This design comes from an exercise in tuning for small area and a short achievable clock period on the open sky130 flow, not from production work. Where RTL was checked, it was by simulation tests only, not by an equivalence proof against the original. The clock input has no modelled driver; a real chip could not lean on it and would need a root buffer or a full tree. Power is estimated from default activity; no workload was simulated.

==> flow/design.v <==
module moving_avg_filt(
  input clk,
  input signed [7:0] signal_in,
  output signed [7:0] signal_out
  );
  parameter N = 64;  
  reg signed [7:0] q [0:N-1];
  reg signed [8:0] d;
  reg signed [13:0] sum;
  reg [13:0] acc;
  reg [5:0] phase;
  reg load;
  reg keep;
  wire signed [13:0] acc_sum = {~acc[13], acc[12:0]};
  wire [7:0] acc_lo = keep ? acc[7:0] : 8'd0;
  wire [8:0] alo = {1'b0, acc_lo} + {1'b0, ~q[0][7], q[0][6:0]};
  wire [5:0] ahi_up = acc[13:8] + 6'd1;
  wire [5:0] ahi = keep ? (alo[8] ? ahi_up : acc[13:8]) : 6'd0;
  integer i;
  always @(posedge clk) begin
    q[0] <= signal_in;
    for (i = 0; i < N - 1; i = i + 1)
      q[i + 1] <= q[i];
    d <= signal_in - q[N-1];
    phase <= phase + 6'd1;
    load <= (phase == 6'd62);
    keep <= (phase != 6'd62);
    sum <= (load ? acc_sum : sum) + d;
    acc <= {ahi, alo[7:0]};
  end
  assign signal_out = sum[13:6];
endmodule
clock: 8.0 ns
lec_check: 0
abc_clock_period_in_ps: 2000
cap_margin: 20
core_margin: 2
core_utilization: 60
hold_slack_margin: 0
place_density: 0.75
slew_margin: 20
standard.sh (not shown) runs the stock make flow with config.mk's settings and CLKGATE_MAP_FILE= SYNTH_SCRIPT=/design/flow/synth_recipe.tcl, a recipe that flattens the netlist after the stock synthesis.
==> flow/flow/run.sh <==
#!/bin/bash
# Standard ORFS layout (standard synthesis unchanged) with port buffers of a
# plain buffer cell, no CTS dummy loads, a tighter setup repair target, and
# the clock tree reshaped after CTS (flow/clocktree.tcl).
set -euo pipefail
bash standard.sh \
  BUFFER_PORTS_ARGS="-buffer_cell sky130_fd_sc_hd__buf_2" \
  CTS_ARGS="-sink_clustering_enable -repair_clock_nets -dont_use_dummy_load -sink_clustering_size 34 -sink_clustering_max_diameter 70 -buf_list {sky130_fd_sc_hd__clkbuf_16}" \
  POST_CTS_TCL="$PWD/flow/clocktree.tcl" \
  SETUP_SLACK_MARGIN=5.4 \
  finish > flow.log 2>&1
Other scripts of this flow, unchanged in this note and not shown: flow/flow/clocktree.tcl
Edit:
==> flow/design.v (replaced) <==
module moving_avg_filt(
  input clk,
  input signed [7:0] signal_in,
  output reg signed [7:0] signal_out
  );
  parameter N = 64;  
  reg signed [7:0] q [0:N-1];
  reg [13:0] ss;
  reg [13:0] sc;
  reg [13:0] acc;
  reg [5:0] phase;
  reg load;
  reg clear;
  integer i;
  wire [7:0] xu = {~signal_in[7], signal_in[6:0]};       
  wire [7:0] q0u = {~q[0][7], q[0][6:0]};                
  wire [7:0] yn = {q[N-1][7], ~q[N-1][6:0]};             
  wire [13:0] a = load ? acc : ss;
  wire [13:0] b = load ? {6'd0, q0u} : sc;
  wire [13:0] k = load ? 14'h2000 : 14'h3f00;
  wire [13:0] r1c = {k[13:8], xu};
  wire [13:0] s1 = a ^ b ^ r1c;
  wire [14:0] c1 = {(a & b) | (a & r1c) | (b & r1c), ~load};    
  wire [13:0] r2c = {6'd0, load ? 8'd0 : yn};
  wire [13:0] s2 = s1 ^ c1[13:0] ^ r2c;
  wire [14:0] c2 = {(s1 & c1[13:0]) | (s1 & r2c) | (c1[13:0] & r2c), 1'b0};
  wire [13:0] sum = ss + sc;
  always @(posedge clk) begin
    q[0] <= signal_in;
    for (i = 0; i < N - 1; i = i + 1)
      q[i + 1] <= q[i];
    phase <= phase + 6'd1;
    load <= (phase == 6'd62);
    clear <= (phase == 6'd0);
    ss <= s2;
    sc <= c2[13:0];
    acc <= (clear ? 14'd0 : acc) + {6'd0, q0u};
    signal_out <= sum[13:6];
  end
endmodule
Result:
- The changed run produced a clean layout
- final cell count goes up by 2.7%
- routed wire length shrinks by 4.0%
- first-iteration DRC count fell by 18%
- final area went up by 3.9%
- global-route usage decreases by 1.3 points
- sequential share of layout area decreases by 1.4 points
For the second run of this note, only the layout was checked, not whether the RTL still works.

Starting RTL as in the previous note.
Design moving_avg_filt, start of the top module:
module moving_avg_filt(
  input clk,
  input signed [7:0] signal_in,
  output signed [7:0] signal_out
  );
  parameter N = 64;  
  reg signed [7:0] q [0:N-1];
  reg signed [8:0] d;
  reg signed [13:0] sum;
  reg [13:0] acc;
  reg [5:0] phase;
  reg load;
  reg keep;
  wire signed [13:0] acc_sum = {~acc[13], acc[12:0]};
  wire [7:0] acc_lo = keep ? acc[7:0] : 8'd0;
  wire [8:0] alo = {1'b0, acc_lo} + {1'b0, ~q[0][7], q[0][6:0]};
  wire [5:0] ahi_up = acc[13:8] + 6'd1;
  wire [5:0] ahi = keep ? (alo[8] ? ahi_up : acc[13:8]) : 6'd0;
  integer i;
  always @(posedge clk) begin
    q[0] <= signal_in;
    for (i = 0; i < N - 1; i = i + 1)
      q[i + 1] <= q[i];
    d <= signal_in - q[N-1];
    phase <= phase + 6'd1;
    load <= (phase == 6'd62);
    keep <= (phase != 6'd62);
    sum <= (load ? acc_sum : sum) + d;
    acc <= {ahi, alo[7:0]};
  end
  assign signal_out = sum[13:6];
endmodule
==> module moving_avg_filt, before the edit <==
module moving_avg_filt(
  input clk,
  input signed [7:0] signal_in,
  output signed [7:0] signal_out
  );
  parameter N = 64;  
  reg signed [7:0] q [0:N-1];
  reg signed [8:0] d;
  reg signed [13:0] sum;
  reg [13:0] acc;
  reg [5:0] phase;
  reg load;
  reg keep;
  wire signed [13:0] acc_sum = {~acc[13], acc[12:0]};
  wire [7:0] acc_lo = keep ? acc[7:0] : 8'd0;
  wire [8:0] alo = {1'b0, acc_lo} + {1'b0, ~q[0][7], q[0][6:0]};
  wire [5:0] ahi_up = acc[13:8] + 6'd1;
  wire [5:0] ahi = keep ? (alo[8] ? ahi_up : acc[13:8]) : 6'd0;
  integer i;
  always @(posedge clk) begin
    q[0] <= signal_in;
    for (i = 0; i < N - 1; i = i + 1)
      q[i + 1] <= q[i];
    d <= signal_in - q[N-1];
    phase <= phase + 6'd1;
    load <= (phase == 6'd62);
    keep <= (phase != 6'd62);
    sum <= (load ? acc_sum : sum) + d;
    acc <= {ahi, alo[7:0]};
  end
  assign signal_out = sum[13:6];
endmodule
Settings: LEC_CHECK=0, ABC_CLOCK_PERIOD_IN_PS=2000, CAP_MARGIN=20, CORE_MARGIN=2, CORE_UTILIZATION=60, HOLD_SLACK_MARGIN=0, PLACE_DENSITY=0.75, SLEW_MARGIN=20; clock period 8.0 ns.
==> flow/flow/run.sh <==
#!/bin/bash
# Standard ORFS layout (standard synthesis unchanged) with port buffers of a
# plain buffer cell, no CTS dummy loads, a tighter setup repair target, and
# the clock tree's branch level removed after CTS (flow/collapse.tcl).
set -euo pipefail
bash standard.sh \
  BUFFER_PORTS_ARGS="-buffer_cell sky130_fd_sc_hd__buf_2" \
  CTS_ARGS="-sink_clustering_enable -repair_clock_nets -dont_use_dummy_load -sink_clustering_size 34 -sink_clustering_max_diameter 70 -buf_list {sky130_fd_sc_hd__clkbuf_16}" \
  POST_CTS_TCL="$PWD/flow/collapse.tcl" \
  SETUP_SLACK_MARGIN=5.4 \
  finish > flow.log 2>&1
==> flow/flow/collapse.tcl <==
# Remove the branch level of the clock tree: every clock buffer that the root
# buffer drives and that itself drives only clock buffers is taken out, and the
# buffers it drove are fed by the root buffer directly. All leaf buffers stay
# one level below the root, so every register's clock keeps the same depth.
set block [ord::get_db_block]
set clk_net [$block findNet clk]
set root ""
foreach it [$clk_net getITerms] {
  if {[$it isInputSignal]} { set root [$it getInst] }
}
set root_out [[$root findITerm X] getNet]
set removed 0
foreach it [$root_out getITerms] {
  set inst [$it getInst]
  if {$inst == $root} { continue }
  set x [$inst findITerm X]
  if {$x == "NULL" || $x == ""} { continue }
  set out [$x getNet]
  set loads {}
  set all_bufs 1
  foreach lt [$out getITerms] {
    if {[$lt getInst] == $inst} { continue }
    if {![string match "sky130_fd_sc_hd__clkbuf_*" [[[$lt getInst] getMaster] getName]]} { set all_bufs 0 }
    lappend loads $lt
  }
  if {!$all_bufs} { continue }
  foreach lt $loads {
    $lt disconnect
    $lt connect $root_out
  }
  $x disconnect
  $it disconnect
  odb::dbInst_destroy $inst
  odb::dbNet_destroy $out
  incr removed
}
puts "collapse.tcl: removed $removed branch clock buffers"
estimate_parasitics -placement
report_clock_skew
The baseline went through all stages and came out clean.
Change:
==> flow/design.v (replaced) <==
module moving_avg_filt(
  input clk,
  input signed [7:0] signal_in,
  output signed [7:0] signal_out
  );
  parameter N = 64;  
  reg signed [7:0] q [0:N];
  reg signed [13:0] sum;
  reg [13:0] acc;
  reg [5:0] phase;
  reg load;
  reg keep;
  wire signed [13:0] acc_sum = {~acc[13], acc[12:0]};
  wire [13:0] base = load ? acc_sum : sum;
  wire [13:0] x = {{6{q[0][7]}}, q[0]};
  wire [13:0] y = ~{{6{q[N][7]}}, q[N]};
  wire [13:0] s3 = base ^ x ^ y;
  wire [13:0] c3 = (base & x) | (base & y) | (x & y);
  wire [7:0] acc_lo = keep ? acc[7:0] : 8'd0;
  wire [8:0] alo = {1'b0, acc_lo} + {1'b0, ~q[0][7], q[0][6:0]};
  wire [5:0] ahi_up = acc[13:8] + 6'd1;
  wire [5:0] ahi = keep ? (alo[8] ? ahi_up : acc[13:8]) : 6'd0;
  integer i;
  always @(posedge clk) begin
    q[0] <= signal_in;
    for (i = 0; i < N; i = i + 1)
      q[i + 1] <= q[i];
    phase <= phase + 6'd1;
    load <= (phase == 6'd62);
    keep <= (phase != 6'd62);
    sum <= s3 + {c3[12:0], 1'b1};
    acc <= {ahi, alo[7:0]};
  end
  assign signal_out = sum[13:6];
endmodule
Result: Final area rises by a few percent; non-clock buffer count rises by 10; power rises by a little under a tenth; via count rises slightly; maximum frequency falls by a few percent; wire length rises by a few percent; count of clock-buffer cells in the layout is unchanged; clock power stays flat; core utilization rises by 1.1 points; worst setup slack degrades by 120 ps.
No functional check of the RTL was part of the second run of this note.

## gamma
Another version of the RTL of moving_avg_filt (not shown whole).
Size: roughly 790 cells after synthesis, roughly 570 flip-flops, ~17 I/O pins, about 13,000 sq um of cells after synthesis.
==> module moving_avg_filt, before the edit <==
module moving_avg_filt(
  input clk,
  input signed [7:0] signal_in,
  output reg signed [7:0] signal_out
  );
  parameter N = 64;  
  reg signed [7:0] q [0:N-1];
  reg [7:0] ss;
  reg [7:0] sc;
  reg [5:0] hi;
  reg ca;
  reg cb;
  reg [13:0] acc;
  reg [5:0] phase;
  reg load_a;
  reg pre_b;
  reg load_b;
  reg keep;
  reg clear;
  integer i;
  wire [7:0] xu = {~signal_in[7], signal_in[6:0]};       
  wire [7:0] q0u = {~q[0][7], q[0][6:0]};                
  wire [7:0] yn = {q[N-1][7], ~q[N-1][6:0]};             
  wire [7:0] a = load_a ? acc[7:0] : ss;
  wire [7:0] b = load_b ? q0u : sc;
  wire [7:0] r1c = load_b ? 8'd0 : yn;
  wire [7:0] s1 = a ^ b ^ r1c;
  wire [8:0] c1 = {(a & b) | (a & r1c) | (b & r1c), keep};    
  wire [7:0] s2 = s1 ^ c1[7:0] ^ xu;
  wire [8:0] c2 = {(s1 & c1[7:0]) | (s1 & xu) | (c1[7:0] & xu), 1'b0};
  wire [5:0] hi_up = hi + 6'd1;
  wire [5:0] hi_dn = hi - 6'd1;
  wire [5:0] hi_next = load_a ? {~acc[13], acc[12:8]} :
                       (ca & cb) ? hi_up : ((ca | cb) ? hi : hi_dn);
  wire [8:0] lo_sum = {1'b0, ss} + {1'b0, sc};
  wire [1:0] cab = {ca & cb, ca ^ cb};
  wire [1:0] cab1 = {ca | cb, ~(ca ^ cb)};       
  wire [5:0] hi_c0 = hi + {4'd0, cab};
  wire [5:0] hi_c1 = hi + {4'd0, cab1};
  wire [5:0] hi_sum = lo_sum[8] ? hi_c1 : hi_c0;
  wire [7:0] acc_lo = clear ? 8'd0 : acc[7:0];
  wire [8:0] alo = {1'b0, acc_lo} + {1'b0, q0u};
  wire [5:0] ahi_up = acc[13:8] + 6'd1;
  wire [5:0] ahi = clear ? 6'd0 : (alo[8] ? ahi_up : acc[13:8]);
  always @(posedge clk) begin
    q[0] <= signal_in;
    for (i = 0; i < N - 1; i = i + 1)
      q[i + 1] <= q[i];
    phase <= phase + 6'd1;
    load_a <= (phase == 6'd62);
    pre_b <= (phase == 6'd61);
    load_b <= pre_b;
    keep <= (phase != 6'd62);
    clear <= (phase == 6'd0);
    ss <= s2;
    sc <= c2[7:0];
    ca <= c1[8];
    cb <= c2[8];
    hi <= hi_next;
    acc <= {ahi, alo[7:0]};
    signal_out <= {hi_sum, lo_sum[7:6]};
  end
endmodule
==> flow/config.mk <==
export PLATFORM = sky130hd
export DESIGN_NAME = moving_avg_filt
export DESIGN_NICKNAME = moving_avg_filt
export VERILOG_FILES = /design/flow/design.v
export SDC_FILE = /design/flow/constraint.sdc
export NUM_CORES = 4
export LEC_CHECK = 0
export ABC_CLOCK_PERIOD_IN_PS = 2000
export CAP_MARGIN = 20
export CORE_MARGIN = 2
export CORE_UTILIZATION = 60
export HOLD_SLACK_MARGIN = 0
export PLACE_DENSITY = 0.75
export SLEW_MARGIN = 20
==> flow/constraint.sdc <==
create_clock -name core_clock -period 8.0 [get_ports {clk}]
set_input_delay 1.6000 -clock core_clock [delete_from_list [all_inputs] [get_ports {clk}]]
set_output_delay 1.6000 -clock core_clock [all_outputs]
set_load 0.01 [all_outputs]
==> flow/flow/run.sh <==
#!/bin/bash
# Standard ORFS layout (standard synthesis unchanged) with port buffers of a
# plain buffer cell, no CTS dummy loads, a tighter setup repair target, and
# the clock tree reshaped after CTS (flow/clocktree.tcl).
set -euo pipefail
bash standard.sh \
  BUFFER_PORTS_ARGS="-buffer_cell sky130_fd_sc_hd__buf_2" \
  CTS_ARGS="-sink_clustering_enable -repair_clock_nets -dont_use_dummy_load -sink_clustering_size 34 -sink_clustering_max_diameter 70 -buf_list {sky130_fd_sc_hd__clkbuf_16}" \
  POST_CTS_TCL="$PWD/flow/clocktree.tcl" \
  SETUP_SLACK_MARGIN=5.6 \
  finish > flow.log 2>&1
Other scripts of this flow, unchanged in this note and not shown: flow/flow/clocktree.tcl
Relative to gamma, the following input files were edited for delta:
==> flow/design.v <==
module moving_avg_filt(
  input clk,
  input signed [7:0] signal_in,
  output reg signed [7:0] signal_out
  );
  parameter N = 64;  
  reg signed [7:0] q [0:N-1];
  reg [13:0] ss;
  reg [13:0] sc;
  reg [13:0] acc;
  reg [5:0] phase;
  reg load_a;
  reg pre_b;
  reg load_b;
  reg keep;
  reg clear;
  integer i;
  wire [7:0] xu = {~signal_in[7], signal_in[6:0]};       
  wire [7:0] q0u = {~q[0][7], q[0][6:0]};                
  wire [7:0] yn = {q[N-1][7], ~q[N-1][6:0]};             
  wire [13:0] a = load_a ? acc : ss;
  wire [13:0] b = load_b ? {6'd0, q0u} : sc;
  wire [13:0] r1c = load_b ? 14'h2000 : {6'h3f, yn};
  wire [13:0] s1 = a ^ b ^ r1c;
  wire [14:0] c1 = {(a & b) | (a & r1c) | (b & r1c), keep};    
  wire [13:0] r2c = {6'd0, xu};
  wire [13:0] s2 = s1 ^ c1[13:0] ^ r2c;
  wire [14:0] c2 = {(s1 & c1[13:0]) | (s1 & r2c) | (c1[13:0] & r2c), 1'b0};
  wire [13:0] sum = ss + sc;
  wire [7:0] acc_lo = clear ? 8'd0 : acc[7:0];
  wire [8:0] alo = {1'b0, acc_lo} + {1'b0, q0u};
  wire [5:0] ahi_up = acc[13:8] + 6'd1;
  wire [5:0] ahi = clear ? 6'd0 : (alo[8] ? ahi_up : acc[13:8]);
  always @(posedge clk) begin
    q[0] <= signal_in;
    for (i = 0; i < N - 1; i = i + 1)
      q[i + 1] <= q[i];
    phase <= phase + 6'd1;
    load_a <= (phase == 6'd62);
    pre_b <= (phase == 6'd61);
    load_b <= pre_b;
    keep <= (phase != 6'd62);
    clear <= (phase == 6'd0);
    ss <= s2;
    sc <= c2[13:0];
    acc <= {ahi, alo[7:0]};
    signal_out <= sum[13:6];
  end
endmodule
--- outcome ---
- Compare delta and gamma | filler cell count higher: delta
- delta went all the way through the flow, and no timing, DRC or antenna check failed.
- gamma → delta: area of the core region saw an increase; number of setup violations in the final report held steady.
- delta vs. gamma: final sequential cell count now sits higher, total global routing overflow comparable, final wirelength went down by 6.0%, combined area of all synthesized cells went up.
- Delta(register fraction of the total cell area, delta - gamma) < 0

## separate check: timing with driven ports
How much do the figures lean on ideal ports? The routed layouts below were timed once more, with nothing changed but the port constraints.
Step 1 (the two cells are an assumption about what drives the block):
set clk [get_ports {clk}]
set_driving_cell -lib_cell sky130_fd_sc_hd__clkbuf_16 $clk
set_driving_cell -lib_cell sky130_fd_sc_hd__buf_2 [delete_from_list [all_inputs] $clk]
Step 2 moves the port delays by t, midway between the first and last clock arrival at a register: inputs arrive t later, outputs are due t later. That takes back most of the time a late clock gives input paths.
Slacks: ideal / step 1 / step 2; pairs: ideal / step 1.
run	shift t [ns]	setup WS [ns]	worst data-port slew with drivers (ns)	cell pins on the clock port's net
the first run of note 1	0.422	5.401 / 5.446 / 5.024	0.06	4
the second run of note 1	0.415	5.488 / 5.519 / 5.104	0.07	4
the first run of note 2	0.538	5.459 / 5.412 / 4.953	0.06	1
the second run of note 2	0.528	5.341 / 5.341 / 5.341	0.03	1
gamma	0.409	5.609 / 5.517 / 5.609	0.07	4
delta	0.425	5.607 / 5.508 / 5.624	0.05	4
After both steps every run listed still meets setup and hold. The setup slack of the first run of note 2, which loses most, moves by -0.047 ns with the drivers and by -0.506 ns with both steps.
